This is an optimization exercise on Yosys and OpenROAD, whose aim is small area, not a production implementation.
The RTL was checked by simulation tests, not by an equivalence proof against the original design.
Power figures rest on the tool's default switching activity, not on a simulated workload.

File: design/flow/flow/run.sh
#!/bin/bash
# The standard ORFS layout with these changes:
#  - synthesis: the standard flow's synthesis script with an area-oriented ABC script
#    for the combinational logic (registers are mapped as in the standard
#    synthesis);
#  - port buffers use the smallest buffer (buf_1);
#  - clock tree synthesis uses small clock buffers and adds no dummy loads.
# Each step's full output is in synth.log / layout.log here and in ORFS's
# own logs under orfs/logs/.
set -euo pipefail
here=$(pwd)
export AREA_ABC_SCRIPT="$here/flow/abc_area.script"
cat flow/abc_override.tcl synth_recipe.tcl > synth_area.tcl
sed "s|SYNTH_SCRIPT=[^ ]*|SYNTH_SCRIPT=$here/synth_area.tcl|" standard.sh > standard_area.sh
grep -q "SYNTH_SCRIPT=$here/synth_area.tcl" standard_area.sh
export BUFFER_PORTS_ARGS="-buffer_cell sky130_fd_sc_hd__buf_1"
export CTS_ARGS="-sink_clustering_enable -repair_clock_nets -dont_use_dummy_load -sink_clustering_size 16 -sink_clustering_max_diameter 60 -buf_list sky130_fd_sc_hd__clkbuf_8"
bash standard_area.sh synth > synth.log 2>&1
bash standard_area.sh finish > layout.log 2>&1
File: design/flow/flow/abc_area.script
strash
 dc2
 dc2
 strash
 dch -f
 amap -m -F 4 -A 10
 topo
 dnsize -c
File: design/flow/flow/abc_override.tcl
# Prepended to the standard synthesis script (synth_recipe.tcl): ABC maps
# the combinational logic with an area-oriented script (flow/abc_area.script)
# instead of ORFS's speed script. Flip-flop mapping and every other step are
# unchanged, so the registers are the standard synthesis's.
proc abc {args} {
  set i [lsearch -exact $args -script]
  if {$i >= 0} {
    set args [lreplace $args $i [expr {$i + 1}] -script $::env(AREA_ABC_SCRIPT)]
  }
  yosys abc {*}$args
}
File: design/flow/standard.sh
#!/bin/bash
# synth_recipe.tcl (not shown) runs the flow's synth.tcl, then flattens the netlist and writes it again
# the make line also repeats each setting of config.mk as NAME=value (left out here)
make -C /OpenROAD-flow-scripts/flow DESIGN_CONFIG=/design/flow/config.mk WORK_HOME=/design/flow/orfs CLKGATE_MAP_FILE= SYNTH_SCRIPT=/design/flow/synth_recipe.tcl "${@:-finish}"
File: design/flow/config.mk
export PLATFORM = sky130hd
export DESIGN_NAME = esdi_core
export DESIGN_NICKNAME = esdi_core
export VERILOG_FILES = /design/flow/design.v
export SDC_FILE = /design/flow/constraint.sdc
export NUM_CORES = 4
export LEC_CHECK = 0
export CAP_MARGIN = 20
export CORE_MARGIN = 2
export CORE_UTILIZATION = 70
export PLACE_DENSITY = 0.8
export SLEW_MARGIN = 20
File: design/flow/constraint.sdc
create_clock -name core_clock -period 10.0 [get_ports {clk}]
set_input_delay 2.0000 -clock core_clock [delete_from_list [all_inputs] [get_ports {clk}]]
set_output_delay 2.0000 -clock core_clock [all_outputs]
set_load 0.01 [all_outputs]
File: design/flow/design.v
module fifo_registered (
    input clk,
    input reset_n,
    input in_tvalid,
    output in_tready,
    input [7:0] in_tdata,
    input in_tlast,
    output reg out_tvalid,
    input out_tready,
    output [7:0] out_tdata,
    output out_tlast
);
    reg [575:0] ring;        
    reg [5:0] w;             
    reg [5:0] q;             
    reg p1v, p2v;            
    reg [8:0] pa;            
    wire [8:0] din = {in_tlast, in_tdata};
    wire q_is_w1 = (q == w + 6'd1);      
    wire full = out_tvalid && (q == w);
    assign in_tready = !full;
    wire wr = in_tvalid && !full;
    wire adv = (!out_tvalid || out_tready) && !q_is_w1;
    wire land0 = wr && (w[2:0] == 3'd7);
    wire land1 = p1v && (w[2:0] == 3'd6);
    wire land2 = p2v && (w[2:0] == 3'd5);
    wire land = land0 | land1 | land2;
    wire [2:0] lrow = w[5:3] + 3'd1;
    wire [8:0] ldata = land0 ? din : pa;
    wire [8:0] ring_q = ring[9*q +: 9];
    assign {out_tlast, out_tdata} = (p1v && q_is_w1) ? pa : ring_q;
    integer i;
    always @(posedge clk)
    begin
        ring <= {ring[566:0], ring[575:567]};
        for (i = 0; i < 8; i = i + 1)
            if (land && lrow == i)
                ring[72*i +: 9] <= ldata;
        if ((wr && !land0 && !(p1v && !land1)) || (land2 && p1v))
            pa <= din;
    end
    always @(posedge clk)
    begin
        if (!reset_n)
        begin
            w <= 0;
            q <= 6'd1;
            out_tvalid <= 0;
            p1v <= 0;
            p2v <= 0;
        end
        else
        begin
            if (out_tready && out_tvalid)
                out_tvalid <= 0;
            if (adv)
                out_tvalid <= 1;
            if (!wr)
                w <= w + 6'd1;
            if (!adv)
                q <= q + 6'd1;
            if (wr)
            begin
                p1v <= !land0;
                p2v <= p1v && !land1;
            end
            else
            begin
                if (land1)
                    p1v <= 0;
                if (land2)
                    p2v <= 0;
            end
        end
    end
endmodule
module labeler #(
    parameter DATA_WIDTH = 8
) (
    input aclk,
    input aresetn,
    input in_tvalid,
    output in_tready,
    input [DATA_WIDTH-1:0] in_tdata,
    input in_tlast,
    input [DATA_WIDTH-1:0] in_tid,
    output reg out_tvalid,
    input out_tready,
    output reg [DATA_WIDTH-1:0] out_tdata,
    output reg out_tlast
);
    reg next_beat_is_first;
    assign in_tready = (!out_tvalid || out_tready) && !hold_valid;
    reg hold_valid;
    reg [7:0] hold_data;
    reg hold_last;
    always @(posedge aclk)
    begin
        if (!aresetn)
        begin
            out_tvalid <= 0;
            next_beat_is_first <= 1;
            hold_valid <= 0;
        end
        else
        begin
            if (out_tready)
                out_tvalid <= 0;
            if (in_tready && in_tvalid)
            begin
                if (next_beat_is_first)
                begin
                    out_tvalid <= 1;
                    out_tdata <= in_tid;
                    out_tlast <= 0;
                    hold_valid <= 1;
                    hold_data <= in_tdata;
                    hold_last <= in_tlast;
                    next_beat_is_first <= 0;
                end
                else
                begin
                    out_tvalid <= 1;
                    out_tdata <= in_tdata;
                    out_tlast <= in_tlast;
                end
                if (in_tlast)
                    next_beat_is_first <= 1;
            end
            if (hold_valid && (!out_tvalid || out_tready))
            begin
                out_tvalid <= 1;
                out_tdata <= hold_data;
                out_tlast <= hold_last;
                hold_valid <= 0;
            end
        end
    end
endmodule
module unlabeler #(
    parameter DATA_WIDTH = 8
) (
    input aclk,
    input aresetn,
    input in_tvalid,
    output in_tready,
    input [DATA_WIDTH-1:0] in_tdata,
    input in_tlast,
    output reg out_tvalid,
    input out_tready,
    output reg [DATA_WIDTH-1:0] out_tdata,
    output reg out_tlast,
    output reg [DATA_WIDTH-1:0] out_tid
);
    reg next_beat_is_first;
    assign in_tready = !out_tvalid || out_tready;
    always @(posedge aclk)
    begin
        if (!aresetn)
        begin
            out_tvalid <= 0;
            next_beat_is_first <= 1;
        end
        else
        begin
            if (out_tready)
                out_tvalid <= 0;
            if (in_tready && in_tvalid)
            begin
                if (next_beat_is_first)
                begin
                    out_tid <= in_tdata;
                    next_beat_is_first <= 0;
                end
                else
                begin
                    out_tvalid <= 1;
                    out_tdata <= in_tdata;
                    out_tlast <= in_tlast;
                end
                if (in_tlast)
                    next_beat_is_first <= 1;
            end
        end
    end
endmodule
module axi_esdi_cmd_controller #(
    parameter DATA_SETUP = 6,
    parameter ACK_TO_NREQ = 6,
    parameter ATTN_TO_CMPL = 10,
    parameter BIT_TIMEOUT = 4000
) (
    input clk,
    input rst_n,
    input csr_awvalid,
    output csr_awready,
    input [4:0] csr_awaddr,
    input csr_wvalid,
    output csr_wready,
    input [31:0] csr_wdata,
    output reg csr_bvalid,
    input csr_bready,
    input csr_arvalid,
    output csr_arready,
    input [4:0] csr_araddr,
    output reg csr_rvalid,
    input csr_rready,
    output reg [31:0] csr_rdata,
    output interrupt,
    input esdi_transfer_req,
    input esdi_command_data,
    output esdi_transfer_ack,
    output esdi_confstat_data,
    output esdi_command_complete,
    output esdi_attention,
    output esdi_ready,
    output esdi_drive_selected
);
    reg write_addr_valid;
    reg write_data_valid;
    reg [2:0] write_addr;
    reg [31:0] write_data;
    assign csr_awready = !write_addr_valid;
    assign csr_wready = !write_data_valid;
    assign csr_arready = !csr_rvalid || csr_rready;
    reg [31:0] control_register;
    wire soft_reset = control_register[0];
    wire interface_enable = control_register[1];
    wire drive_selected = control_register[2];
    wire drive_ready = control_register[3];
    reg buffered_data_out_valid;
    reg [15:0] buffered_data_out;
    reg buffered_data_in_valid;
    reg [16:0] buffered_data_in;
    reg [2:0] state;
    reg sending;
    reg [4:0] bit_count;
    reg [11:0] cycle_count;
    reg [15:0] shreg;        
    reg par;                 
    reg transfer_ack;
    reg confstat_data;
    reg command_complete;
    reg command_pending;
    reg attention;
    reg [2:0] esdi_transfer_req_shift;
    reg [2:0] esdi_command_data_shift;
    assign esdi_transfer_ack = transfer_ack && drive_selected;
    assign esdi_confstat_data = confstat_data && drive_selected;
    assign esdi_command_complete = command_complete && interface_enable && drive_selected;
    assign esdi_attention = attention && drive_selected;
    assign esdi_ready = drive_ready && drive_selected;
    assign esdi_drive_selected = drive_selected;
    assign interrupt = command_pending;
    wire wfire = write_addr_valid && write_data_valid && (!csr_bvalid || csr_bready);
    wire rfire = csr_arvalid && (!csr_rvalid || csr_rready);
    wire [2:0] ra = csr_araddr[4:2];
    always @(posedge clk)
        if (!rst_n || (wfire && write_addr == 3'd0))
            control_register <= write_data & {32{rst_n}};
    wire bdi_load = state == 3'd2 && !esdi_transfer_req_shift[0] && bit_count == 17 && !sending;
    always @(posedge clk)
        if (!rst_n || bdi_load)
            buffered_data_in <= {!par, shreg} & {17{rst_n}};
    wire rs0 = rst_n && ra == 3'd0;
    wire rs1 = rst_n && ra == 3'd1;
    wire rs2 = rst_n && ra == 3'd2;
    wire rs3 = rst_n && ra == 3'd3;
    wire rs4 = rst_n && ra == 3'd4;
    wire [31:0] rnext = ({32{rs0}} & control_register)
                      | ({32{rs1}} & {28'h0, attention, command_pending, buffered_data_in_valid, buffered_data_out_valid})
                      | ({32{rs2}} & {15'h0, buffered_data_in})
                      | ({32{rs3}} & {31'h0, command_pending})
                      | ({32{rs4}} & {31'h0, attention});
    always @(posedge clk)
        if (!rst_n || (rfire && ra <= 3'd4))
            csr_rdata <= rnext;
    always @(posedge clk)
    begin
        if (!rst_n)
        begin
            transfer_ack <= 0;
            confstat_data <= 0;
            command_complete <= 1;
            attention <= 0;
            state <= 0;
            bit_count <= 0;
            sending <= 0;
            buffered_data_out_valid <= 0;
            buffered_data_in_valid <= 0;
            command_pending <= 0;
            write_addr_valid <= 0;
            write_data_valid <= 0;
            csr_bvalid <= 0;
            csr_rvalid <= 0;
        end
        else
        begin
            cycle_count <= cycle_count + 1'b1;
            esdi_transfer_req_shift <= {esdi_transfer_req, esdi_transfer_req_shift[2:1]};
            esdi_command_data_shift <= {esdi_command_data, esdi_command_data_shift[2:1]};
            case (state)
            3'd0: begin
                if (esdi_transfer_req_shift[0] && interface_enable)
                begin
                    if (bit_count != 16)
                        shreg <= {shreg[14:0], esdi_command_data_shift[0]};
                    par <= (bit_count != 0 && par) ^ (sending ? shreg[15] : esdi_command_data_shift[0]);
                    if (sending)
                        confstat_data <= (bit_count == 16) ? !par : shreg[15];
                    bit_count <= bit_count + 1'b1;
                    state <= 1;
                    cycle_count <= 0;
                    if (bit_count == 0)
                        command_complete <= 0;
                end
                else if ((bit_count != 0 || sending) && (cycle_count == BIT_TIMEOUT))
                begin
                    state <= 4;
                    cycle_count <= 0;
                end
            end
            3'd1: begin
                if (cycle_count == DATA_SETUP)
                begin
                    transfer_ack <= 1;
                    cycle_count <= 0;
                    state <= 2;
                end
            end
            3'd2: begin
                if (!esdi_transfer_req_shift[0])
                begin
                    cycle_count <= 0;
                    transfer_ack <= 0;
                    if (bit_count == 17)
                    begin
                        bit_count <= 0;
                        if (!sending)
                        begin
                            buffered_data_in_valid <= 1;
                            command_pending <= 1;
                            state <= 3;
                        end
                        else
                        begin
                            command_complete <= 1;
                            confstat_data <= 0;
                            state <= 0;
                            sending <= 0;
                        end
                    end
                    else
                        state <= 0;
                end
                else if (cycle_count == BIT_TIMEOUT)
                begin
                    state <= 4;
                    cycle_count <= 0;
                end
            end
            3'd3: begin
                if (!command_pending)
                begin
                    state <= 0;
                    cycle_count <= 0;
                    if (buffered_data_out_valid)
                    begin
                        sending <= 1;
                        buffered_data_out_valid <= 0;
                        shreg <= buffered_data_out;
                    end
                    else
                    begin
                        sending <= 0;
                        command_complete <= 1;
                    end
                end
            end
            3'd4: begin
                if (cycle_count == 0)
                    attention <= 1;
                else if (cycle_count == ATTN_TO_CMPL)
                begin
                    state <= 0;
                    bit_count <= 0;
                    sending <= 0;
                    command_complete <= 1;
                    transfer_ack <= 0;
                end
            end
            default: ;
            endcase
            if (soft_reset)
            begin
                attention <= 0;
                command_pending <= 0;
                buffered_data_out_valid <= 0;
                buffered_data_in_valid <= 0;
            end
            if (csr_bready)
                csr_bvalid <= 0;
            if (csr_rready)
                csr_rvalid <= 0;
            if (csr_awvalid && !write_addr_valid)
            begin
                write_addr_valid <= 1;
                write_addr <= csr_awaddr[4:2];
            end
            if (csr_wvalid && !write_data_valid)
            begin
                write_data_valid <= 1;
                write_data <= csr_wdata;
            end
            if (write_addr_valid && write_data_valid && (!csr_bvalid || csr_bready))
            begin
                write_addr_valid <= 0;
                write_data_valid <= 0;
                case (write_addr)
                    2 : begin
                        buffered_data_out_valid <= 1;
                        buffered_data_out <= write_data[15:0];
                    end
                    3 : if (write_data[0] == 0) command_pending <= 0;
                    4 : attention <= write_data[0];
                    default: ;
                endcase
                csr_bvalid <= 1;
            end
            if (csr_arvalid && (!csr_rvalid || csr_rready))
            begin
                if (csr_araddr[4:2] == 3'd2)
                    buffered_data_in_valid <= 0;
                csr_rvalid <= 1;
            end
        end
    end
endmodule
module sector_timer #(
    parameter PULSE_WIDTH = 500
) (
    input clk,
    input rst_n,
    input csr_awvalid,
    output csr_awready,
    input [4:0] csr_awaddr,
    input csr_wvalid,
    output csr_wready,
    input [31:0] csr_wdata,
    output reg csr_bvalid,
    input csr_bready,
    input csr_arvalid,
    output csr_arready,
    input [4:0] csr_araddr,
    output reg csr_rvalid,
    input csr_rready,
    output reg [31:0] csr_rdata,
    output reg esdi_index,
    output reg esdi_sector,
    output reg [31:0] cycle_count,
    output reg [7:0] sector_number,
    output interrupt
);
    reg write_addr_valid;
    reg write_data_valid;
    reg [2:0] write_addr;
    reg [31:0] write_data;
    assign csr_awready = !write_addr_valid;
    assign csr_wready = !write_data_valid;
    assign csr_arready = !csr_rvalid || csr_rready;
    reg enable;
    reg interrupt_enable;
    reg [31:0] sector_length;
    reg [31:0] interrupt_time;
    reg [7:0] num_sectors;
    reg interrupt_time_reached;
    assign interrupt = interrupt_time_reached && interrupt_enable;
    always @(posedge clk)
    begin
        if (!rst_n)
        begin
            enable <= 0;
            interrupt_enable <= 0;
            sector_length <= 0;
            num_sectors <= 0;
            cycle_count <= 0;
            sector_number <= 0;
            esdi_index <= 0;
            esdi_sector <= 0;
            write_addr_valid <= 0;
            write_data_valid <= 0;
            csr_bvalid <= 0;
            csr_rvalid <= 0;
            csr_rdata <= 0;
            interrupt_time_reached <= 0;
            interrupt_time <= 0;
        end
        else
        begin
            if (enable)
            begin
                cycle_count <= cycle_count + 1'b1;
                if (cycle_count == 0)
                begin
                    if (sector_number == 0)
                        esdi_index <= 1;
                    else
                        esdi_sector <= 1;
                end
                else if (cycle_count == PULSE_WIDTH)
                begin
                    esdi_index <= 0;
                    esdi_sector <= 0;
                end
                else if (cycle_count == sector_length)
                begin
                    cycle_count <= 0;
                    if (sector_number == num_sectors - 1'b1)
                        sector_number <= 0;
                    else
                        sector_number <= sector_number + 1'b1;
                end
                if (cycle_count == interrupt_time)
                    interrupt_time_reached <= 1;
            end
            else
            begin
                cycle_count <= 0;
                sector_number <= 0;
                esdi_index <= 0;
                esdi_sector <= 0;
            end
            if (csr_bready)
                csr_bvalid <= 0;
            if (csr_rready)
                csr_rvalid <= 0;
            if (csr_awvalid && !write_addr_valid)
            begin
                write_addr_valid <= 1;
                write_addr <= csr_awaddr[4:2];
            end
            if (csr_wvalid && !write_data_valid)
            begin
                write_data_valid <= 1;
                write_data <= csr_wdata;
            end
            if (write_addr_valid && write_data_valid && (!csr_bvalid || csr_bready))
            begin
                write_addr_valid <= 0;
                write_data_valid <= 0;
                case (write_addr)
                    0 : begin
                        enable <= write_data[0];
                        interrupt_enable <= write_data[1];
                    end
                    1 : sector_length <= write_data;
                    2 : num_sectors <= write_data[7:0];
                    5 : interrupt_time <= write_data;
                    default: ;
                endcase
                csr_bvalid <= 1;
            end
            if (csr_arvalid && (!csr_rvalid || csr_rready))
            begin
                case (csr_araddr[4:2])
                    0 : begin
                        csr_rdata <= {29'b0, interrupt_time_reached, interrupt_enable, enable};
                        interrupt_time_reached <= 0;
                    end
                    1 : csr_rdata <= sector_length;
                    2 : csr_rdata <= {24'b0, num_sectors};
                    3 : csr_rdata <= {24'b0, sector_number};
                    4 : csr_rdata <= cycle_count;
                    5 : csr_rdata <= interrupt_time;
                    default: ;
                endcase
                csr_rvalid <= 1;
            end
        end
    end
endmodule
module read_datapath (
    input clk,
    input rst_n,
    input csr_awvalid,
    output csr_awready,
    input [4:0] csr_awaddr,
    input csr_wvalid,
    output csr_wready,
    input [31:0] csr_wdata,
    output reg csr_bvalid,
    input csr_bready,
    input csr_arvalid,
    output csr_arready,
    input [4:0] csr_araddr,
    output reg csr_rvalid,
    input csr_rready,
    output reg [31:0] csr_rdata,
    input parallel_tvalid,
    output parallel_tready,
    input [7:0] parallel_tdata,
    input parallel_tlast,
    input [7:0] parallel_tid,
    input [7:0] sector_number,
    input cycle_count_zero,
    input esdi_read_gate,
    output esdi_read_data,
    output reg esdi_read_clock,
    output reg read_data_valid,
    output reg esdi_read_data_ungated
);
    reg write_addr_valid;
    reg write_data_valid;
    reg [2:0] write_addr;
    reg [31:0] write_data;
    assign csr_awready = !write_addr_valid;
    assign csr_wready = !write_data_valid;
    assign csr_arready = !csr_rvalid || csr_rready;
    reg [31:0] control_register;
    wire silence = control_register[0];
    reg [6:0] clocks_per_halfbit;
    reg [3:0] esdi_read_gate_shift;
    reg [7:0] clock_counter;
    reg reading;
    reg hold_valid;
    reg [7:0] hold_data;
    reg hold_last;
    reg [7:0] hold_id;
    reg [6:0] shift_reg;
    reg shift_reg_last;
    reg [2:0] bit_count;
    reg underflow;
    reg missed_deadline;
    assign parallel_tready = !hold_valid;
    assign esdi_read_data = esdi_read_data_ungated && !esdi_read_gate_shift[1] && !silence;
    wire cph_nz = |clocks_per_halfbit;
    wire half_match = cph_nz && (clock_counter == {1'b0, clocks_per_halfbit} - 1'b1);
    wire full_match = cph_nz && (clock_counter == {clocks_per_halfbit, 1'b0} - 1'b1);
    always @(posedge clk)
    begin
        esdi_read_gate_shift <= {esdi_read_gate, esdi_read_gate_shift[3:1]};
        if (!rst_n)
        begin
            control_register <= 0;
            clocks_per_halfbit <= 5;
            write_addr_valid <= 0;
            write_data_valid <= 0;
            csr_bvalid <= 0;
            csr_rvalid <= 0;
            csr_rdata <= 0;
            hold_valid <= 0;
            clock_counter <= 0;
            reading <= 0;
            underflow <= 0;
            missed_deadline <= 0;
            read_data_valid <= 0;
            esdi_read_clock <= 0;
            esdi_read_data_ungated <= 0;
        end
        else
        begin
            read_data_valid <= 0;
            if (parallel_tvalid && !hold_valid)
            begin
                hold_valid <= 1;
                hold_data <= parallel_tdata;
                hold_last <= parallel_tlast;
                hold_id <= parallel_tid;
            end
            if (cycle_count_zero && hold_valid && hold_id == sector_number)
            begin
                reading <= 1;
                shift_reg_last <= 0;
                bit_count <= 3'b111;
            end
            clock_counter <= clock_counter + 1'b1;
            if (half_match)
            begin
                esdi_read_clock <= 1;
            end
            else if (full_match)
            begin
                clock_counter <= 0;
                esdi_read_clock <= 0;
                read_data_valid <= 1;
                if (reading)
                begin
                    bit_count <= bit_count + 1'b1;
                    if (bit_count == 3'b111)
                    begin
                        if (shift_reg_last)
                        begin
                            reading <= 0;
                            esdi_read_data_ungated <= 0;
                        end
                        else
                        begin
                            if (!hold_valid)
                                underflow <= 1;
                            shift_reg <= hold_data[6:0];
                            shift_reg_last <= hold_last;
                            hold_valid <= 0;
                            esdi_read_data_ungated <= hold_data[7];
                        end
                    end
                    else
                    begin
                        shift_reg <= {shift_reg[5:0], 1'b0};
                        esdi_read_data_ungated <= shift_reg[6];
                    end
                end
                else
                begin
                    esdi_read_data_ungated <= 0;
                end
            end
            if (!esdi_read_gate_shift[1] && esdi_read_gate_shift[0])
            begin
                if (!reading)
                    missed_deadline <= 1;
            end
            if (csr_bready)
                csr_bvalid <= 0;
            if (csr_rready)
                csr_rvalid <= 0;
            if (csr_awvalid && !write_addr_valid)
            begin
                write_addr_valid <= 1;
                write_addr <= csr_awaddr[4:2];
            end
            if (csr_wvalid && !write_data_valid)
            begin
                write_data_valid <= 1;
                write_data <= csr_wdata;
            end
            if (write_addr_valid && write_data_valid && (!csr_bvalid || csr_bready))
            begin
                write_addr_valid <= 0;
                write_data_valid <= 0;
                case (write_addr)
                    0 : control_register <= write_data;
                    1 : begin
                            missed_deadline <= write_data[1];
                            underflow <= write_data[0];
                        end
                    2 : clocks_per_halfbit <= write_data[6:0];
                    default: ;
                endcase
                csr_bvalid <= 1;
            end
            if (csr_arvalid && (!csr_rvalid || csr_rready))
            begin
                case (csr_araddr[4:2])
                    0 : csr_rdata <= control_register;
                    1 : csr_rdata <= {30'b0, missed_deadline, underflow};
                    2 : csr_rdata <= {25'h0, clocks_per_halfbit};
                    default: ;
                endcase
                csr_rvalid <= 1;
            end
        end
    end
endmodule
module write_datapath (
    input aclk,
    input aresetn,
    input csr_awvalid,
    output csr_awready,
    input [4:0] csr_awaddr,
    input csr_wvalid,
    output csr_wready,
    input [31:0] csr_wdata,
    output reg csr_bvalid,
    input csr_bready,
    input csr_arvalid,
    output csr_arready,
    input [4:0] csr_araddr,
    output reg csr_rvalid,
    input csr_rready,
    output reg [31:0] csr_rdata,
    input [7:0] sector_number,
    input cycle_count_two,
    input esdi_write_gate,
    input esdi_write_clock,
    input esdi_write_data,
    input esdi_read_data_ungated,
    input read_data_valid,
    output interrupt,
    output parallel_tvalid,
    input parallel_tready,
    output [7:0] parallel_tdata,
    output parallel_tlast,
    output reg [7:0] parallel_tid
);
    reg write_addr_valid;
    reg write_data_valid;
    reg [2:0] write_addr;
    reg [31:0] write_data;
    assign csr_awready = !write_addr_valid;
    assign csr_wready = !write_data_valid;
    assign csr_arready = !csr_rvalid || csr_rready;
    reg [3:0] esdi_write_gate_shift;
    reg [3:0] esdi_write_clock_shift;
    reg [3:0] esdi_write_data_shift;
    reg [31:0] control_register;
    wire enable;
    wire soft_reset;
    wire interrupt_enable;
    assign enable = control_register[0];
    assign soft_reset = control_register[1];
    assign interrupt_enable = control_register[2];
    reg [9:0] unformatted_sector_length;
    reg sector_complete;
    reg sector_dirty;
    reg send_out;
    reg sector_discard;
    reg fifo_in_valid;
    wire fifo_in_ready;
    reg [7:0] fifo_in_data;
    reg fifo_in_last;
    wire fifo_out_valid;
    reg write_clock_edge;
    reg new_bit_valid;
    reg new_bit;
    reg active;
    reg [7:0] current_sector;
    reg new_byte_valid;
    reg [7:0] data_in;
    reg [2:0] bit_count;
    reg [9:0] byte_count;
    reg overflow;
    reg new_sector;
    reg new_sector_dirty;
    reg sector_missed;
    reg [7:0] new_sector_number;
    assign interrupt = new_sector & interrupt_enable;
    fifo_registered fifo_of_uncertainty (
        .clk            (aclk),
        .reset_n        (!(sector_discard | !aresetn | soft_reset)),
        .in_tvalid      (fifo_in_valid),
        .in_tready      (fifo_in_ready),
        .in_tdata       (fifo_in_data),
        .in_tlast       (fifo_in_last),
        .out_tvalid     (fifo_out_valid),
        .out_tready     (parallel_tready & send_out),
        .out_tdata      (parallel_tdata),
        .out_tlast      (parallel_tlast)
    );
    assign parallel_tvalid = fifo_out_valid & send_out;
    always @(posedge aclk)
    begin
        esdi_write_gate_shift <= {esdi_write_gate, esdi_write_gate_shift[3:1]};
        esdi_write_clock_shift <= {esdi_write_clock, esdi_write_clock_shift[3:1]};
        esdi_write_data_shift <= {esdi_write_data, esdi_write_data_shift[3:1]};
        write_clock_edge <= 0;
        new_bit_valid <= 0;
        new_byte_valid <= 0;
        sector_discard <= 0;
        if (!aresetn)
        begin
            control_register <= 0;
            write_addr_valid <= 0;
            write_data_valid <= 0;
            csr_bvalid <= 0;
            csr_rvalid <= 0;
            csr_rdata <= 0;
            active <= 0;
            overflow <= 0;
            new_sector <= 0;
            new_sector_dirty <= 0;
            sector_missed <= 0;
            fifo_in_valid <= 0;
            send_out <= 0;
            sector_complete <= 0;
            unformatted_sector_length <= 0;
            new_sector_number <= 0;
        end
        else
        begin
            if (!esdi_write_clock_shift[0] && esdi_write_clock_shift[1])         
                write_clock_edge <= 1;
            if (!esdi_write_gate_shift[0])
            begin
                if (write_clock_edge)
                begin
                    new_bit_valid <= 1;
                    new_bit <= esdi_write_data_shift[0];
                end
            end
            else if (read_data_valid)
            begin
                new_bit_valid <= 1;
                new_bit <= esdi_read_data_ungated;
            end
            if (fifo_in_ready)
                fifo_in_valid <= 0;
            if (parallel_tvalid && parallel_tready && parallel_tlast)
                send_out <= 0;
            if (enable)
            begin
                if (cycle_count_two)
                begin
                    active <= 1;
                    bit_count <= 0;
                    byte_count <= 0;
                    sector_dirty <= 0;
                    current_sector <= sector_number;
                end
                if (new_bit_valid && active)
                begin
                    bit_count <= bit_count + 1;
                    data_in <= {data_in[6:0], new_bit};
                    if (bit_count == 3'b111)
                    begin
                        byte_count <= byte_count + 1;
                        new_byte_valid <= 1;
                    end
                end
                if (new_byte_valid && active)
                begin
                    fifo_in_valid <= 1;
                    fifo_in_data <= data_in;
                    if (byte_count == unformatted_sector_length)
                    begin
                        fifo_in_last <= 1;
                        active <= 0;
                        sector_complete <= 1;
                    end
                    else
                    begin
                        fifo_in_last <= 0;
                    end
                    if (fifo_in_valid)
                        overflow <= 1;
                end
                if (!esdi_write_gate_shift[1] && active)
                    sector_dirty <= 1;
                if (sector_complete)
                begin
                    sector_complete <= 0;
                    new_sector <= 1;
                    if (new_sector)
                        sector_missed <= 1;
                    new_sector_dirty <= sector_dirty;
                    new_sector_number <= current_sector;
                    if (sector_dirty)
                    begin
                        send_out <= 1;
                        parallel_tid <= current_sector;
                    end
                    else
                    begin
                        fifo_in_valid <= 0;
                        sector_discard <= 1;
                    end
                end
            end
            if (soft_reset)
            begin
                control_register <= 0;
                active <= 0;
                fifo_in_valid <= 0;
                overflow <= 0;
                sector_complete <= 0;
                new_sector <= 0;
                new_sector_dirty <= 0;
                sector_missed <= 0;
                send_out <= 0;
            end
            if (csr_bready)
                csr_bvalid <= 0;
            if (csr_rready)
                csr_rvalid <= 0;
            if (csr_awvalid && csr_awready)
            begin
                write_addr_valid <= 1;
                write_addr <= csr_awaddr[4:2];
            end
            if (csr_wvalid && csr_wready)
            begin
                write_data_valid <= 1;
                write_data <= csr_wdata;
            end
            if (write_addr_valid && write_data_valid && (!csr_bvalid || csr_bready))
            begin
                write_addr_valid <= 0;
                write_data_valid <= 0;
                case (write_addr)
                    0 : control_register <= write_data;
                    1 : begin
                        sector_missed <= write_data[3];
                        new_sector <= write_data[1];
                        overflow <= write_data[0];
                    end
                    3 : unformatted_sector_length <= write_data[9:0];
                endcase
                csr_bvalid <= 1;
            end
            if (csr_arvalid && (!csr_rvalid || csr_rready))
            begin
                case (csr_araddr[4:2])
                    0 : csr_rdata <= control_register;
                    1 : csr_rdata <= {29'b0, sector_missed, new_sector_dirty, new_sector, overflow};
                    2 : csr_rdata <= {24'b0, new_sector_number};
                    3 : csr_rdata <= {22'b0, unformatted_sector_length};
                endcase
                csr_rvalid <= 1;
            end
        end
    end
endmodule
module esdi_core (
    input  clk,
    input  rst_n,
    input  cmd_awvalid,
    output cmd_awready,
    input  [4:0] cmd_awaddr,
    input  cmd_wvalid,
    output cmd_wready,
    input  [31:0] cmd_wdata,
    output cmd_bvalid,
    input  cmd_bready,
    output [1:0] cmd_bresp,
    input  cmd_arvalid,
    output cmd_arready,
    input  [4:0] cmd_araddr,
    output cmd_rvalid,
    input  cmd_rready,
    output [31:0] cmd_rdata,
    output [1:0] cmd_rresp,
    input  tmr_awvalid,
    output tmr_awready,
    input  [4:0] tmr_awaddr,
    input  tmr_wvalid,
    output tmr_wready,
    input  [31:0] tmr_wdata,
    output tmr_bvalid,
    input  tmr_bready,
    output [1:0] tmr_bresp,
    input  tmr_arvalid,
    output tmr_arready,
    input  [4:0] tmr_araddr,
    output tmr_rvalid,
    input  tmr_rready,
    output [31:0] tmr_rdata,
    output [1:0] tmr_rresp,
    input  rd_awvalid,
    output rd_awready,
    input  [4:0] rd_awaddr,
    input  rd_wvalid,
    output rd_wready,
    input  [31:0] rd_wdata,
    output rd_bvalid,
    input  rd_bready,
    output [1:0] rd_bresp,
    input  rd_arvalid,
    output rd_arready,
    input  [4:0] rd_araddr,
    output rd_rvalid,
    input  rd_rready,
    output [31:0] rd_rdata,
    output [1:0] rd_rresp,
    input  wr_awvalid,
    output wr_awready,
    input  [4:0] wr_awaddr,
    input  wr_wvalid,
    output wr_wready,
    input  [31:0] wr_wdata,
    output wr_bvalid,
    input  wr_bready,
    output [1:0] wr_bresp,
    input  wr_arvalid,
    output wr_arready,
    input  [4:0] wr_araddr,
    output wr_rvalid,
    input  wr_rready,
    output [31:0] wr_rdata,
    output [1:0] wr_rresp,
    input  mm2s_tvalid,
    output mm2s_tready,
    input  [7:0] mm2s_tdata,
    input  mm2s_tlast,
    output s2mm_tvalid,
    input  s2mm_tready,
    output [7:0] s2mm_tdata,
    output s2mm_tlast,
    output cmd_irq,
    output tmr_irq,
    output wr_irq,
    input  esdi_transfer_req,
    input  esdi_command_data,
    output esdi_transfer_ack,
    output esdi_confstat_data,
    output esdi_command_complete,
    output esdi_attention,
    output esdi_ready,
    output esdi_drive_selected,
    output esdi_index,
    output esdi_sector,
    input  esdi_read_gate,
    output esdi_read_data,
    output esdi_read_clock,
    input  esdi_write_gate,
    input  esdi_write_clock,
    input  esdi_write_data
);
    wire [31:0] cycle_count;
    wire [7:0]  sector_number;
    wire        cc_zero = (cycle_count == 32'd0);
    wire        cc_two  = (cycle_count == 32'd2);
    wire        rd_in_tvalid;
    wire        rd_in_tready;
    wire [7:0]  rd_in_tdata;
    wire        rd_in_tlast;
    wire [7:0]  rd_in_tid;
    wire        wr_out_tvalid;
    wire        wr_out_tready;
    wire [7:0]  wr_out_tdata;
    wire        wr_out_tlast;
    wire [7:0]  wr_out_tid;
    wire        read_data_valid;
    wire        esdi_read_data_ungated;
    assign cmd_bresp = 2'b00;
    assign cmd_rresp = 2'b00;
    assign tmr_bresp = 2'b00;
    assign tmr_rresp = 2'b00;
    assign rd_bresp = 2'b00;
    assign rd_rresp = 2'b00;
    assign wr_bresp = 2'b00;
    assign wr_rresp = 2'b00;
    axi_esdi_cmd_controller #(.BIT_TIMEOUT(4000)) u_cmd (
        .clk (clk),
        .rst_n (rst_n),
        .csr_awvalid (cmd_awvalid),
        .csr_awready (cmd_awready),
        .csr_awaddr (cmd_awaddr),
        .csr_wvalid (cmd_wvalid),
        .csr_wready (cmd_wready),
        .csr_wdata (cmd_wdata),
        .csr_bvalid (cmd_bvalid),
        .csr_bready (cmd_bready),
        .csr_arvalid (cmd_arvalid),
        .csr_arready (cmd_arready),
        .csr_araddr (cmd_araddr),
        .csr_rvalid (cmd_rvalid),
        .csr_rready (cmd_rready),
        .csr_rdata (cmd_rdata),
        .interrupt (cmd_irq),
        .esdi_transfer_req (esdi_transfer_req),
        .esdi_command_data (esdi_command_data),
        .esdi_transfer_ack (esdi_transfer_ack),
        .esdi_confstat_data (esdi_confstat_data),
        .esdi_command_complete (esdi_command_complete),
        .esdi_attention (esdi_attention),
        .esdi_ready (esdi_ready),
        .esdi_drive_selected (esdi_drive_selected)
    );
    sector_timer u_tmr (
        .clk (clk),
        .rst_n (rst_n),
        .csr_awvalid (tmr_awvalid),
        .csr_awready (tmr_awready),
        .csr_awaddr (tmr_awaddr),
        .csr_wvalid (tmr_wvalid),
        .csr_wready (tmr_wready),
        .csr_wdata (tmr_wdata),
        .csr_bvalid (tmr_bvalid),
        .csr_bready (tmr_bready),
        .csr_arvalid (tmr_arvalid),
        .csr_arready (tmr_arready),
        .csr_araddr (tmr_araddr),
        .csr_rvalid (tmr_rvalid),
        .csr_rready (tmr_rready),
        .csr_rdata (tmr_rdata),
        .esdi_index (esdi_index),
        .esdi_sector (esdi_sector),
        .cycle_count (cycle_count),
        .sector_number (sector_number),
        .interrupt (tmr_irq)
    );
    unlabeler u_unlabel (
        .aclk           (clk),
        .aresetn        (rst_n),
        .in_tvalid      (mm2s_tvalid),
        .in_tready      (mm2s_tready),
        .in_tdata       (mm2s_tdata),
        .in_tlast       (mm2s_tlast),
        .out_tvalid     (rd_in_tvalid),
        .out_tready     (rd_in_tready),
        .out_tdata      (rd_in_tdata),
        .out_tlast      (rd_in_tlast),
        .out_tid        (rd_in_tid)
    );
    read_datapath u_rd (
        .clk (clk),
        .rst_n (rst_n),
        .csr_awvalid (rd_awvalid),
        .csr_awready (rd_awready),
        .csr_awaddr (rd_awaddr),
        .csr_wvalid (rd_wvalid),
        .csr_wready (rd_wready),
        .csr_wdata (rd_wdata),
        .csr_bvalid (rd_bvalid),
        .csr_bready (rd_bready),
        .csr_arvalid (rd_arvalid),
        .csr_arready (rd_arready),
        .csr_araddr (rd_araddr),
        .csr_rvalid (rd_rvalid),
        .csr_rready (rd_rready),
        .csr_rdata (rd_rdata),
        .parallel_tvalid (rd_in_tvalid),
        .parallel_tready (rd_in_tready),
        .parallel_tdata (rd_in_tdata),
        .parallel_tlast (rd_in_tlast),
        .parallel_tid (rd_in_tid),
        .sector_number (sector_number),
        .cycle_count_zero (cc_zero),
        .esdi_read_gate (esdi_read_gate),
        .esdi_read_data (esdi_read_data),
        .esdi_read_clock (esdi_read_clock),
        .read_data_valid (read_data_valid),
        .esdi_read_data_ungated (esdi_read_data_ungated)
    );
    write_datapath u_wr (
        .aclk (clk),
        .aresetn (rst_n),
        .csr_awvalid (wr_awvalid),
        .csr_awready (wr_awready),
        .csr_awaddr (wr_awaddr),
        .csr_wvalid (wr_wvalid),
        .csr_wready (wr_wready),
        .csr_wdata (wr_wdata),
        .csr_bvalid (wr_bvalid),
        .csr_bready (wr_bready),
        .csr_arvalid (wr_arvalid),
        .csr_arready (wr_arready),
        .csr_araddr (wr_araddr),
        .csr_rvalid (wr_rvalid),
        .csr_rready (wr_rready),
        .csr_rdata (wr_rdata),
        .sector_number (sector_number),
        .cycle_count_two (cc_two),
        .esdi_write_gate (esdi_write_gate),
        .esdi_write_clock (esdi_write_clock),
        .esdi_write_data (esdi_write_data),
        .esdi_read_data_ungated (esdi_read_data_ungated),
        .read_data_valid (read_data_valid),
        .interrupt (wr_irq),
        .parallel_tvalid (wr_out_tvalid),
        .parallel_tready (wr_out_tready),
        .parallel_tdata (wr_out_tdata),
        .parallel_tlast (wr_out_tlast),
        .parallel_tid (wr_out_tid)
    );
    labeler u_label (
        .aclk           (clk),
        .aresetn        (rst_n),
        .in_tvalid      (wr_out_tvalid),
        .in_tready      (wr_out_tready),
        .in_tdata       (wr_out_tdata),
        .in_tlast       (wr_out_tlast),
        .in_tid         (wr_out_tid),
        .out_tvalid     (s2mm_tvalid),
        .out_tready     (s2mm_tready),
        .out_tdata      (s2mm_tdata),
        .out_tlast      (s2mm_tlast)
    );
endmodule
==> impl_metrics.py, run 1 <==
metrics = {
    "synth": {
        "ys.flop_type": "dfxtp_1",
        "ys_seq_area_frac": 0.677,
        "syn_area_per_cell_um2": 11.8,
        "netlist_top_cells_area": "dfxtp_1 (42%), edfxtp_1 (26%), nor2_1 (3.5%)",
        "ys_types": 56,
        "synth-seq-cells": 1365,
        "ys.warnings.count": 7,
        "yosys.area.top_type": "dfxtp_1",
        "synth_cells": 3900,
        "synth_area_um2": 46100,
        "async_flop_share": 0,
        "netlist.area_leader.share": 0.422,
        "synth.most_common_cell": "dfxtp_1",
        "synth-edff-count": 392,
        "synth.top_cells.by_count": "dfxtp_1 (973), nor2_1 (429), edfxtp_1 (392)",
    },
    "timing": {
        "slew_headroom": 0.266,
        "clock_skew_ps": 45.9,
        "period_share": 0.606,
        "max_freq_mhz": 165,
        "finalCriticalPeriod_ps": 6060,
        "hold_viol": 0,
        "setup_slack_ps": 3940,
        "rsz0062_at_grt": "no",
        "tightest_slew_ps": 1090,
        "maxSlewViolCount": 0,
        "setup_viol": 0,
        "fin_tns_setup_ps": 0,
    },
    "clock_tree": {
        "cts.sinks": 1365,
        "root_buffer": "clkbuf_8",
        "cts-resized-gates": 0,
        "htree_levels": 3,
        "holdBufCountCts": 0,
        "numCtsBuffers": 95,
        "clock_latency_ps": 730,
        "post_cts_buffers": 0,
        "cts_tree": "done",
        "path_clk_slew_ps": 100,
        "clock_path_buffers": 3,
    },
    "placed_design": {
        "post_dp_cell_area_um2": 49100,
        "post-place-cells": 5187,
        "portBuffers": 362,
        "pre_cts_slack_ps": 4090,
        "hpwl_um": 73600,
        "gp_congestion": 0.943,
    },
    "final_layout": {
        "max_flop_register": "u_wr.fifo_of_uncertainty.ring",
        "finalNonFillerCells": 5289,
        "fillers": 4354,
        "largest_reg_flops": 576,
        "layout-drive-gt1-share": 0.0421,
        "syn2layout_area_growth_pct": 9.32,
        "nNetsFinal": 4654,
        "design_area_um2": 50400,
        "fin_util": 0.770,
    },
    "die": {
        "core_um2": 65500,
        "dieArea_um2": 68000,
        "chipWidth_um": 261,
        "rows": 94,
        "io_pins": 395,
        "start_util": 0.704,
        "die_h_um": 261,
    },
    "setup_path": {
        "crit_arrival_ps": 6680,
        "end_kind": "register",
        "cp-start-kind": "register",
        "crit_required_ps": 10610,
        "cp_max_fo": 67,
        "critPathKind": "reg2reg",
    },
    "drt": {
        "remaining_drc_errors": 0,
        "drtAntennaViolNets": 0,
        "wl_per_cell_um": 21.1,
        "viasPerCell": 6.44,
        "vias": 34100,
        "drt_first_pass_iters": 7,
        "wirelength_um": 112000,
        "drt_iter0_markers": 4131,
    },
    "grt": {
        "grt_pass1_wl_um": 172000,
        "antenna_found_initial": 9,
        "grt_usage": 0.320,
        "grt_overflow": 0,
        "grt_max_degree": 82,
        "grt_pass1_vias": 31700,
    },
    "outcome": {
        "status": "finished clean",
    },
    "job": {
        "drv_cap": 0,
    },
    "power_and_ir_drop": {
        "p_per_area_nw_per_um2": 196,
        "vdd_drop_max_mv": 0.142,
        "leakage_nw": 17.0,
    },
    "worst_hold_path": {
        "hp-class": "reg2reg",
    },
}
-- layer usage --
layer,global-route usage,share of wire,vias to the layer above
li1,-,-,15900
met1,0.438,0.41,16300
met2,0.511,0.47,1514
met3,0.0550,0.079,281
met4,0.132,0.040,8
met5,0,0.00050,-
-- final timing paths --
check	from	end	slack (ps)	cells after the start
worst max-delay path	u_wr.fifo_of_uncertainty.q[1]	u_wr.fifo_of_uncertainty.ring[76]	3940	16
worst min-delay path	u_wr.fifo_of_uncertainty.ring[234]	u_wr.fifo_of_uncertainty.ring[243]	320	0
worst max register to register	u_wr.fifo_of_uncertainty.q[1]	u_wr.fifo_of_uncertainty.ring[76]	3940	16
worst min register to register	u_wr.fifo_of_uncertainty.ring[234]	u_wr.fifo_of_uncertainty.ring[243]	320	0
-- metrics by stage --
stage          total power, W  hold WS, ps
2_1_floorplan         0.00705          310
3_3_place_gp          0.00753          310
3_5_place_dp          0.00756          315
4_1_cts               0.00992          323
5_1_grt                0.0103          331
6_report              0.00991          324
-- report_power, final --
group | internal, W | switching [W] | total (W) | leakage, nW
clock | 0.000853 | 0.00159 | 0.00244 | 0.683
combinational | 0.000482 | 0.000998 | 0.00148 | 4.77
sequential | 0.00584 | 0.000145 | 0.00599 | 11.5
-- critical path, stage by stage, from the launching register on --
cell       delay, ps
dfxtp_4          870
inv_4            480
o22ai_1          280
a2111oi_0         80
nor4bb_1         210
nor2_1           500
clkinv_1         380
nor3_1           220
buf_4            220
clkinv_1         280
nand2_1          140
a31oi_1          100
nand2b_1         230
nor3_1           770
buf_4            340
clkinv_1         460
o22a_1           390
-- logic make-up after synthesis --
family | Yosys count | share of synthesized area
AND/OR/NAND/NOR | 859 | 0.0844
AO/OA/AOI/OAI | 1343 | 0.205
other | 1 | 0.0000813
flip-flops | 1365 | 0.677
multiplexers | 1 | 0.000217
buffers and inverters | 305 | 0.0261
adder cells (fa/ha/maj) | 26 | 0.00705
-- area by class of cell --
class,instances,area [um2],share of cell area
inverter,288,1090,0.0217
clock buffer,95,1310,0.0259
antenna,6,15.0,0.000298
sequential,1365,31300,0.620
timing repair buffer,426,1860,0.0369
tap,864,1080,0.0214
multi-input combinational,2245,13800,0.274
-- cell usage in the layout, fill, tap and decap left out, types with 5 or more instances in the layout --
cell type  instances
nor2b_1           88
and3_1            30
clkbuf_8          95
ha_1              26
a221oi_1          87
or3_1              6
a222oi_1          54
a22o_1            40
diode_2            6
a2111oi_0          7
buf_1            361
o21ai_0          207
o21a_1            13
nand4_1           17
o22ai_1          194
nor2_1           425
clkinv_1         284
nand2_1          110
a31oi_1           13
nor4_1            36
edfxtp_1         392
buf_4             62
o221ai_1          75
nand3_1           27
a21oi_1          226
o221a_1           10
o32ai_1           17
o22a_1           120
dfxtp_1          969
nor3b_1            5
a221o_1            5
nor3_1            85
a211oi_1          21
a32oi_1           41
conb_1            16
a22oi_1          179
nor3_2             7
==> run 2: changes to the inputs <==
--- a/design/flow/config.mk
+++ b/design/flow/config.mk
@@ -9,4 +9,4 @@
 export CORE_MARGIN = 2
-export CORE_UTILIZATION = 70
-export PLACE_DENSITY = 0.8
+export CORE_UTILIZATION = 80
+export PLACE_DENSITY = 0.88
 export SLEW_MARGIN = 20
==> run 2 against run 1 <==
  * Sequential power barely moved
  * Worst setup slack improved by 350 ps
  * Die area fell by 12%
==> impl_metrics.py, run 2 <==
metrics = {
    "synth": {
        "ys_seq_area_frac": 0.677,
        "synth-edff-count": 392,
        "synth.top_cells.by_count": "dfxtp_1 (973), nor2_1 (429), edfxtp_1 (392)",
        "ys_types": 56,
        "netlist.area_leader.share": 0.422,
        "synth_cells": 3900,
        "synth.most_common_cell": "dfxtp_1",
        "yosys.area.top_type": "dfxtp_1",
        "synth-seq-cells": 1365,
        "async_flop_share": 0,
        "syn_area_per_cell_um2": 11.8,
        "synth_area_um2": 46100,
        "netlist_top_cells_area": "dfxtp_1 (42%), edfxtp_1 (26%), nor2_1 (3.5%)",
        "ys.flop_type": "dfxtp_1",
        "ys.warnings.count": 7,
    },
    "timing": {
        "fin_tns_setup_ps": 0,
        "maxSlewViolCount": 0,
        "clock_skew_ps": 50.5,
        "hold_viol": 0,
        "period_share": 0.571,
        "rsz0062_at_grt": "no",
        "max_freq_mhz": 175,
        "setup_viol": 0,
        "finalCriticalPeriod_ps": 5710,
        "tightest_slew_ps": 1120,
        "slew_headroom": 0.252,
    },
    "setup_path": {
        "cp_max_fo": 74,
        "crit_arrival_ps": 6320,
        "end_kind": "register",
        "reg2reg_from": "u_wr.fifo_of_uncertainty.q[1]",
        "critPathKind": "reg2reg",
        "crit_required_ps": 10610,
        "cp-start-kind": "register",
        "startpoint": "u_wr.fifo_of_uncertainty.q[1]",
    },
    "die": {
        "rows": 88,
        "die_h_um": 244,
        "chipWidth_um": 244,
        "io_pins": 395,
        "dieArea_um2": 59600,
        "start_util": 0.804,
        "core_um2": 57400,
    },
    "drt": {
        "remaining_drc_errors": 0,
        "drt_first_pass_iters": 6,
        "wl_per_cell_um": 24.0,
        "wirelength_um": 124000,
        "drt_iter0_markers": 4739,
        "drtAntennaViolNets": 0,
        "viasPerCell": 6.98,
        "vias": 36200,
    },
    "outcome": {
        "status": "finished clean",
    },
    "final_layout": {
        "nNetsFinal": 4648,
        "design_area_um2": 50300,
        "syn2layout_area_growth_pct": 8.96,
        "layout_commonest_cell": "dfxtp_1",
        "max_flop_register": "u_wr.fifo_of_uncertainty.ring",
        "layout-drive-gt1-share": 0.0415,
        "layout_common_cells": "dfxtp_1 (969), nor2_1 (424), edfxtp_1 (392), buf_1 (361), clkinv_1 (283)",
        "finalNonFillerCells": 5184,
        "largest_reg_flops": 576,
    },
    "clock_tree": {
        "path_clk_slew_ps": 100,
        "htree_levels": 3,
        "clock_latency_ps": 740,
        "holdBufCountCts": 0,
        "post_cts_buffers": 0,
        "numCtsBuffers": 95,
        "clock_path_buffers": 3,
        "cts-resized-gates": 0,
        "cts_tree": "done",
        "root_buffer": "clkbuf_8",
        "cts.sinks": 1365,
    },
    "grt": {
        "antenna_found_initial": 9,
        "grt_usage": 0.408,
        "grt_pass1_wl_um": 191000,
        "grt_pass1_vias": 35100,
        "grt_overflow": 0,
        "grt_max_degree": 129,
    },
    "power_and_ir_drop": {
        "combPwrFrac": 0.152,
        "pwr-share-seq": 0.602,
        "p_per_area_nw_per_um2": 199,
        "switching_power_w": 0.00280,
        "switching_share": 0.281,
        "leakage_nw": 17.0,
        "vdd_drop_max_mv": 0.162,
        "p_int_w": 0.00718,
        "p_clk_frac": 0.246,
        "report.power.total_w": 0.00998,
    },
    "worst_hold_path": {
        "worstHoldStart": "u_wr.fifo_of_uncertainty.ring[75]",
        "hp-class": "reg2reg",
    },
    "placed_design": {
        "post_dp_cell_area_um2": 48900,
        "portBuffers": 362,
        "hpwl_um": 80100,
        "post-place-cells": 5083,
        "gp_congestion": 1.03,
    },
    "job": {
        "drv_cap": 0,
    },
}
run 2: cell counts after synthesis:
Identical to the previous run, type by type.
run 2: power groups by stage:
stage | sequential, W | clock [W] | combinational (W)
4_1_cts | 0.00600 | 0.00244 | 0.00148
6_report | 0.00601 | 0.00245 | 0.00152
3_3_place_gp | 0.00611 | 0 | 0.00138
5_1_grt | 0.00602 | 0.00264 | 0.00163
2_1_floorplan | 0.00614 | 0 | 0.000913
3_5_place_dp | 0.00612 | 0 | 0.00145
run 2: worst paths after layout:
kind	endpoint	slack, ps	cells after the start
max	u_wr.fifo_of_uncertainty.ring[218]	4290	16
min	u_wr.fifo_of_uncertainty.ring[84]	330	0
max reg2reg	u_wr.fifo_of_uncertainty.ring[218]	4290	16
min reg2reg	u_wr.fifo_of_uncertainty.ring[84]	330	0
run 2: final cells by class:
| cell class | count | area, um2 |
|---|---|---|
| flip-flops and latches | 1365 | 31300 |
| multi-input cells | 2245 | 13800 |
| fillers | 2759 | 7100 |
| repair buffers | 420 | 1800 |
| clock buffers | 95 | 1310 |
| inverters | 288 | 1090 |
| well taps | 765 | 957 |
| diodes | 6 | 15.0 |
run 2: cell families (layout without fill, tap and decap cells):
group,after synthesis,after routing,synth area share
buffers and inverters,305,803,0.0261
adder cells (fa/ha/maj),26,26,0.00705
flip-flops,1365,1365,0.677
AND/OR/NAND/NOR,859,859,0.0844
multiplexers,1,1,0.000217
other,1,22,0.0000813
AO/OA/AOI/OAI,1343,1343,0.205
run 2: metrics by stage:
step,hold slack [ps],setup WS (ps),util
floorplan,310,702,-
global placement,310,4780,0.853
detailed placement,313,4620,0.853
CTS,326,4540,0.876
global route,330,4110,0.876
finish,327,4290,0.876
run 2: layer usage:
layer / share of wire / up-vias / GRT usage
li1: - / 15900 / -
met1: 0.36 / 17300 / 0.516
met2: 0.47 / 2450 / 0.657
met3: 0.097 / 550 / 0.0793
met4: 0.068 / 4 / 0.246
met5: 0.00020 / - / 0
run 2: critical path, cell delays in order (launching register included):
cell,delay (ps)
dfxtp_4,620
clkinv_2,120
buf_4,710
a2111oi_0,260
nor4bb_1,210
nor2_1,480
clkinv_1,390
nor3_1,240
buf_4,220
clkinv_1,280
nand2_1,140
a31oi_1,100
nand2b_1,240
nor3_1,150
buf_4,300
clkinv_1,660
o22a_1,480
==> run 3: changes to the inputs <==
--- a/design/flow/design.v
+++ b/design/flow/design.v
@@ -29,3 +29,14 @@
     wire [8:0] ldata = land0 ? din : pa;
-    wire [8:0] ring_q = ring[9*q +: 9];
+    wire [8:0] ent [0:63];
+    wire [8:0] row_q [0:7];
+    genvar g;
+    generate
+        for (g = 0; g < 64; g = g + 1) begin : ents
+            assign ent[g] = ring[9*g +: 9];
+        end
+        for (g = 0; g < 8; g = g + 1) begin : rows
+            assign row_q[g] = ent[{g[2:0], q[2:0]}];
+        end
+    endgenerate
+    wire [8:0] ring_q = row_q[q[5:3]];
     assign {out_tlast, out_tdata} = (p1v && q_is_w1) ? pa : ring_q;
@@ -517,3 +528,3 @@
                     cycle_count <= 0;
-                    if (sector_number == num_sectors - 1'b1)
+                    if (sector_number + 1'b1 == num_sectors)
                         sector_number <= 0;
@@ -635,5 +646,6 @@
     assign esdi_read_data = esdi_read_data_ungated && !esdi_read_gate_shift[1] && !silence;
+    wire [7:0] clock_counter_inc = clock_counter + 1'b1;
     wire cph_nz = |clocks_per_halfbit;
-    wire half_match = cph_nz && (clock_counter == {1'b0, clocks_per_halfbit} - 1'b1);
-    wire full_match = cph_nz && (clock_counter == {clocks_per_halfbit, 1'b0} - 1'b1);
+    wire half_match = cph_nz && (clock_counter_inc == {1'b0, clocks_per_halfbit});
+    wire full_match = cph_nz && (clock_counter_inc == {clocks_per_halfbit, 1'b0});
     always @(posedge clk)
@@ -675,3 +687,3 @@
             end
-            clock_counter <= clock_counter + 1'b1;
+            clock_counter <= clock_counter_inc;
             if (half_match)
--- a/design/flow/config.mk
+++ b/design/flow/config.mk
@@ -9,4 +9,4 @@
 export CORE_MARGIN = 2
-export CORE_UTILIZATION = 80
-export PLACE_DENSITY = 0.88
+export CORE_UTILIZATION = 70
+export PLACE_DENSITY = 0.8
 export SLEW_MARGIN = 20
==> run 3 against run 2 <==
  * Sequential power shrank 1%
  * Highest routed layer unchanged
  * Clock power is essentially flat
  * Still clean on timing, DRC and antenna
  * Final cell count shrank 1.5%
  * Design area shrank 1.4%
  * Largest cell class unchanged
  * Register-to-register slack gained 840 ps
  * Via count shrank 8.3%
  * Hold slack lost 22 ps
  * Global-route usage shrank 7.1 points
==> impl_metrics.py, run 3 <==
metrics = {
    "outcome": {
        "status": "finished clean",
    },
    "final_layout": {
        "largest_reg_flops": 576,
        "nNetsFinal": 4483,
        "layout_common_cells": "dfxtp_1 (973), nor2_1 (403), edfxtp_1 (392), buf_1 (361), clkinv_1 (297)",
        "max_flop_register": "u_wr.fifo_of_uncertainty.ring",
        "layout_commonest_cell": "dfxtp_1",
        "layout-drive-gt1-share": 0.0448,
        "finalNonFillerCells": 5108,
        "multi_input_area_um2": 12900,
        "syn2layout_area_growth_pct": 9.71,
        "fillers": 4221,
        "ff_latch_area_um2": 31300,
    },
    "grt": {
        "antenna_found_initial": 10,
        "grt_pass1_vias": 31700,
        "grt_pass1_wl_um": 176000,
        "grt_usage": 0.336,
        "grt_max_degree": 93,
        "grt_overflow": 0,
    },
    "placed_design": {
        "post-place-cells": 5002,
        "portBuffers": 362,
        "gp_congestion": 0.972,
        "hpwl_um": 75200,
    },
    "synth": {
        "synth_cells": 3724,
        "ys_seq_area_frac": 0.692,
        "netlist_top_cells_area": "dfxtp_1 (43%), edfxtp_1 (26%), a22oi_1 (3.5%)",
        "ys.warnings.count": 7,
        "async_flop_share": 0,
        "ys_types": 57,
        "synth.top_cells.by_count": "dfxtp_1 (973), nor2_1 (408), edfxtp_1 (392)",
        "ys.flop_type": "dfxtp_1",
        "synth.most_common_cell": "dfxtp_1",
        "netlist.area_leader.share": 0.431,
        "yosys.area.top_type": "dfxtp_1",
        "synth-seq-cells": 1365,
        "synth-edff-count": 392,
        "synth_area_um2": 45200,
        "syn_area_per_cell_um2": 12.1,
    },
    "clock_tree": {
        "cts-resized-gates": 0,
        "path_clk_slew_ps": 110,
        "cts.sinks": 1365,
        "htree_levels": 3,
        "root_buffer": "clkbuf_8",
        "clock_path_buffers": 3,
        "clock_latency_ps": 770,
        "holdBufCountCts": 0,
        "cts_tree": "done",
        "post_cts_buffers": 0,
        "numCtsBuffers": 96,
    },
    "setup_path": {
        "end_kind": "register",
        "crit_top_cell": "and3_1",
        "cp-start-kind": "register",
        "reg2reg_from": "u_tmr.cycle_count[0]",
        "cp_max_fo": 6,
        "reg2reg_depth": 19,
        "cpMaxStageDelayCell": "nor4_1",
        "critPathKind": "reg2reg",
        "reg2reg_to": "u_tmr.cycle_count[31]",
        "crit_required_ps": 10610,
        "crit_arrival_ps": 5480,
        "path_cells": "clkinv_1, nor3_1, nand2_1, nor2_1, clkinv_1, nor2_1, nand2_1, nor3_1, nand2_1, nor4_1, and3_1, and3_1, and3_1, and3_1, and3_1, nand3_1, nor4_1, a21oi_1, a311oi_1",
        "r2r_slack_ps": 5130,
        "critPathMaxStageDelay_ps": 550,
    },
    "drt": {
        "wirelength_um": 115000,
        "drtAntennaViolNets": 0,
        "drt_first_pass_iters": 11,
        "drt_iter0_markers": 4448,
        "remaining_drc_errors": 0,
        "vias": 33200,
        "viasPerCell": 6.50,
        "wl_per_cell_um": 22.4,
    },
    "timing": {
        "slew_headroom": 0.265,
        "period_share": 0.487,
        "setup_viol": 0,
        "tightest_slew_ps": 1100,
        "hold_viol": 0,
        "rsz0062_at_grt": "no",
        "clock_skew_ps": 93.8,
        "fin_tns_setup_ps": 0,
        "finalCriticalPeriod_ps": 4870,
        "maxSlewViolCount": 0,
        "max_freq_mhz": 206,
    },
    "power_and_ir_drop": {
        "vdd_drop_max_mv": 0.170,
        "leakage_nw": 16.6,
        "p_per_area_nw_per_um2": 194,
    },
    "die": {
        "rows": 93,
        "chipWidth_um": 258,
        "io_pins": 395,
        "dieArea_um2": 66600,
        "start_util": 0.704,
        "die_h_um": 258,
        "core_um2": 64100,
    },
    "job": {
        "drv_cap": 0,
    },
    "worst_hold_path": {
        "holdPathEnd": "u_wr.fifo_of_uncertainty.ring[126]",
        "worstHoldPathCells": 0,
        "worstHoldStart": "u_wr.fifo_of_uncertainty.ring[117]",
        "hp-class": "reg2reg",
    },
}
run 3: cell count changes after synthesis, sizes merged, moves of 23 or more:
cell,delta
nand2,-24
a22oi,+29
a222oi,+69
o21ai,-23
a21oi,-29
a221oi,-29
o221ai,-56
o22ai,-95
a31oi,+37
run 3: area by class of cell:
type                    count  area share
repair buffers            427      0.0382
clock buffers              96      0.0267
flip-flops and latches   1365       0.631
well taps                 855      0.0216
diodes                      8    0.000404
multi-input cells        2059       0.260
inverters                 298      0.0227
run 3: logic make-up after synthesis:
logic type	after synthesis	synth area share
other	1	0.0000830
DFF	1365	0.692
buffers and inverters	315	0.0275
xor gates and xnor gates	2	0.000388
muxes	1	0.000222
and+or+nand+nor	808	0.0815
adders and majority gates	29	0.00803
AOI/OAI and AO/OA	1203	0.190
run 3: worst max path at each step:
| stage | from | to | cells past startpoint | slack [ps] |
|---|---|---|---|---|
| after floorplan | rst_n | u_tmr.cycle_count[30] | 4 | 880 |
| after global placement | rst_n | u_wr.data_in[5] | 5 | 5230 |
| after detailed placement | rst_n | u_wr.data_in[6] | 5 | 5120 |
| after CTS | u_tmr.cycle_count[0] | u_tmr.cycle_count[31] | 19 | 5240 |
| after global routing | u_tmr.cycle_count[0] | u_tmr.cycle_count[31] | 19 | 4620 |
| final | u_tmr.cycle_count[0] | u_tmr.cycle_count[31] | 19 | 5130 |
run 3: stage by stage:
step | cell area, um2 | hold slack, ps | utilization | total power (W) | worst slack (ps)
finish | 49600 | 306 | 0.773 | 0.00961 | 5130
floorplan | 45200 | 310 | - | 0.00674 | 876
detailed placement | 48100 | 312 | 0.751 | 0.00724 | 5120
global placement | 48100 | 311 | 0.751 | 0.00721 | 5230
global route | 49500 | 319 | 0.773 | 0.00993 | 4620
CTS | 49500 | 299 | 0.772 | 0.00960 | 5240
run 3: critical path: cells and delay by family, from the launching register on:
kind                   cells  cell delay, ps
and+or+nand+nor           15            3510
AOI/OAI and AO/OA          2             360
buffers and inverters      2             410
DFF                        1             490
run 3: power by group:
| part | internal [W] | total, W | switching, W |
|---|---|---|---|
| registers | 0.00584 | 0.00593 | 0.0000911 |
| logic | 0.000326 | 0.00121 | 0.000885 |
| clock network | 0.000861 | 0.00246 | 0.00160 |
| total | 0.00703 | 0.00961 | 0.00258 |
run 3: metal layers:
metal | global-route usage | vias up | part of all wire
met5 | 0 | - | 0.00053
met4 | 0.155 | 10 | 0.049
met3 | 0.0550 | 364 | 0.087
met2 | 0.539 | 1669 | 0.47
met1 | 0.454 | 15900 | 0.39
li1 | - | 15200 | -
==> run 4: changes to the inputs <==
==> design/flow/flow/abc_area.script (replaced) <==
strash
 &get -n
 &deepsyn -T 30
 &put
 dc2
 dch -f
 amap -m -F 4 -A 10
 topo
 dnsize -c
==> run 4 against run 3 <==
  * Global-route usage rose by 0.80 points
  * Die area fell by 1.3%
  * Via count fell by 3.1%
  * Maximum frequency fell by 15%
  * Clock skew fell by 29 ps
  * Power fell by 3.6%
  * Area after synthesis fell by 1.3%
  * First-iteration DRC count rose by 0.52%
  * Hold slack improved by 10 ps
  * Routed wire length rose by 1.0%
==> impl_metrics.py, run 4 <==
metrics = {
    "grt": {
        "grt_overflow": 0,
        "grt_pass1_vias": 30800,
        "grt_max_degree": 65,
        "grt_pass1_wl_um": 176000,
        "antenna_found_initial": 5,
        "grt_usage": 0.344,
    },
    "placed_design": {
        "hpwl_um": 77500,
        "pre_cts_slack_ps": 3490,
        "portBuffers": 362,
        "gp_congestion": 0.971,
    },
    "job": {
        "drv_cap": 0,
    },
    "clock_tree": {
        "numCtsBuffers": 96,
        "path_clk_slew_ps": 100,
        "holdBufCountCts": 0,
        "cts.sinks": 1365,
        "root_buffer": "clkbuf_8",
        "cts_tree": "done",
        "post_cts_buffers": 0,
        "cts-resized-gates": 0,
        "htree_levels": 3,
        "clock_latency_ps": 730,
        "clock_path_buffers": 3,
    },
    "final_layout": {
        "layout-drive-gt1-share": 0.0437,
        "max_flop_register": "u_wr.fifo_of_uncertainty.ring",
        "nNetsFinal": 4338,
        "fillers": 4098,
        "syn2layout_area_growth_pct": 9.44,
        "layout_common_cells": "dfxtp_1 (973), clkinv_1 (420), edfxtp_1 (392), buf_1 (361), o22ai_1 (235)",
        "largest_reg_flops": 576,
        "layout_commonest_cell": "dfxtp_1",
    },
    "synth": {
        "ys_types": 53,
        "yosys.area.top_type": "dfxtp_1",
        "syn_area_per_cell_um2": 12.4,
        "synth.most_common_cell": "dfxtp_1",
        "ys.flop_type": "dfxtp_1",
        "ys.warnings.count": 7,
        "synth.top_cells.by_count": "dfxtp_1 (973), clkinv_1 (422), edfxtp_1 (392)",
        "netlist_top_cells_area": "dfxtp_1 (44%), edfxtp_1 (26%), clkinv_1 (3.6%)",
        "synth-edff-count": 392,
        "netlist.area_leader.share": 0.437,
        "async_flop_share": 0,
        "synth_area_um2": 44600,
        "synth-seq-cells": 1365,
        "synth_cells": 3590,
        "ys_seq_area_frac": 0.701,
    },
    "die": {
        "rows": 92,
        "start_util": 0.708,
        "dieArea_um2": 65700,
        "chipWidth_um": 256,
        "io_pins": 395,
        "die_h_um": 256,
        "core_um2": 63000,
    },
    "drt": {
        "drt_first_pass_iters": 10,
        "remaining_drc_errors": 0,
        "wl_met1_um": 46900,
        "wl_met3_um": 10600,
        "vias": 32100,
        "wirelength_um": 116000,
        "drtAntennaViolNets": 0,
        "wl_per_cell_um": 23.4,
        "viasPerCell": 6.49,
        "wl_met2_um": 53400,
        "topRoutingLayerUsed": "met5",
        "drt_iter0_markers": 4471,
    },
    "timing": {
        "hold_viol": 0,
        "slew_headroom": 0.252,
        "maxSlewViolCount": 0,
        "rsz0062_at_grt": "no",
        "fin_tns_setup_ps": 0,
        "period_share": 0.571,
        "clock_skew_ps": 64.8,
        "setup_slack_ps": 4290,
        "finalCriticalPeriod_ps": 5710,
        "max_freq_mhz": 175,
        "tightest_slew_ps": 1120,
        "setup_viol": 0,
    },
    "power_and_ir_drop": {
        "combPwrFrac": 0.101,
        "leakage_nw": 16.4,
        "vdd_drop_max_mv": 0.157,
        "p_per_area_nw_per_um2": 190,
        "switching_power_w": 0.00235,
        "p_int_w": 0.00691,
        "switching_share": 0.254,
        "pwr-share-seq": 0.635,
        "report.power.total_w": 0.00926,
        "p_clk_frac": 0.264,
    },
    "outcome": {
        "status": "finished clean",
    },
    "setup_path": {
        "cp-start-kind": "primary input",
        "cpMaxStageDelayCell": "nand2_1",
        "crit_required_ps": 10570,
        "critPathKind": "in2reg",
        "cp_max_fo": 31,
        "path_cells": "clkbuf_4, clkinv_2, or3_1, nor2_1, clkinv_1, nand2_1, o21ai_0",
        "critPathMaxStageDelay_ps": 1190,
        "end_kind": "register",
        "crit_arrival_ps": 6280,
    },
    "worst_hold_path": {
        "hp-class": "reg2reg",
    },
}
-- run 4: cell count changes after synthesis, moves of 28 or more --
cell	change
nand2_1	+76
clkinv_1	+124
a32o_1	+52
nor2_1	-230
o21ai_0	-45
o22ai_1	+136
a32oi_1	-28
a22oi_1	-111
a21oi_1	-105
-- run 4: metal layers --
layer | vias up | GRT usage
met2 | 1753 | 0.544
met1 | 15500 | 0.477
met5 | - | 0
met4 | 6 | 0.137
met3 | 293 | 0.0629
li1 | 14600 | -
-- run 4: logic make-up (layout without fill, tap and decap cells) --
| kind of cell | count (synthesis) | after routing | share of synthesized area |
|---|---|---|---|
| AOI/OAI and AO/OA | 1100 | 1100 | 0.182 |
| xor gates and xnor gates | 1 | 1 | 0.000197 |
| adders and majority gates | 29 | 29 | 0.00814 |
| buffers and inverters | 439 | 934 | 0.0383 |
| DFF | 1365 | 1365 | 0.701 |
| muxes | 1 | 1 | 0.000225 |
| other | 1 | 19 | 0.0000841 |
| and+or+nand+nor | 654 | 654 | 0.0698 |
-- run 4: through the flow --
stage	cells	hold WS [ps]	util	area, um2
floorplan	3605	310	-	44600
global placement	4850	311	0.754	47400
detailed placement	4850	313	0.754	47400
CTS	4946	321	0.775	48800
global route	4948	324	0.775	48800
finish	4949	316	0.775	48800
-- run 4: power by group through the flow --
stage	logic (W)	clock network [W]	registers, W
after floorplan	0.000501	0	0.00599
final	0.000934	0.00245	0.00588
after detailed placement	0.000904	0	0.00600
after CTS	0.000905	0.00247	0.00588
after global routing	0.000988	0.00267	0.00589
after global placement	0.000885	0	0.00600
-- run 4: final cells by class --
class	instances	area, um2	area share
clock buffer	96	1320	0.0271
timing repair buffer	416	1770	0.0362
antenna	3	7.51	0.000154
multi-input combinational	1801	11800	0.242
inverter	422	1590	0.0325
tap	846	1060	0.0217
sequential	1365	31300	0.641
-- run 4: worst paths after layout --
| check | from | end | slack (ps) | depth (start not counted) |
|---|---|---|---|---|
| worst max-delay path | rst_n | u_tmr.interrupt_time[13] | 4290 | 7 |
| worst min-delay path | u_wr.fifo_of_uncertainty.ring[26] | u_wr.fifo_of_uncertainty.ring[35] | 320 | 0 |
| worst max register to register | u_wr.fifo_of_uncertainty.q[2] | u_wr.fifo_of_uncertainty.ring[151] | 4730 | 11 |
| worst min register to register | u_wr.fifo_of_uncertainty.ring[26] | u_wr.fifo_of_uncertainty.ring[35] | 320 | 0 |
-- run 4: worst max-delay path, delay by kind of cell --
family / cells / cell delay (ps)
buffers and inverters: 3 / 1740
AOI/OAI and AO/OA: 1 / 190
and+or+nand+nor: 3 / 2320

Setup slack of run 4, layout unchanged: 4.287 ns with ideal ports, 4.329 ns with driving cells assumed (clock clkbuf_16, inputs buf_2), 3.552 ns with port delays also shifted by the 0.777 ns mid clock arrival.
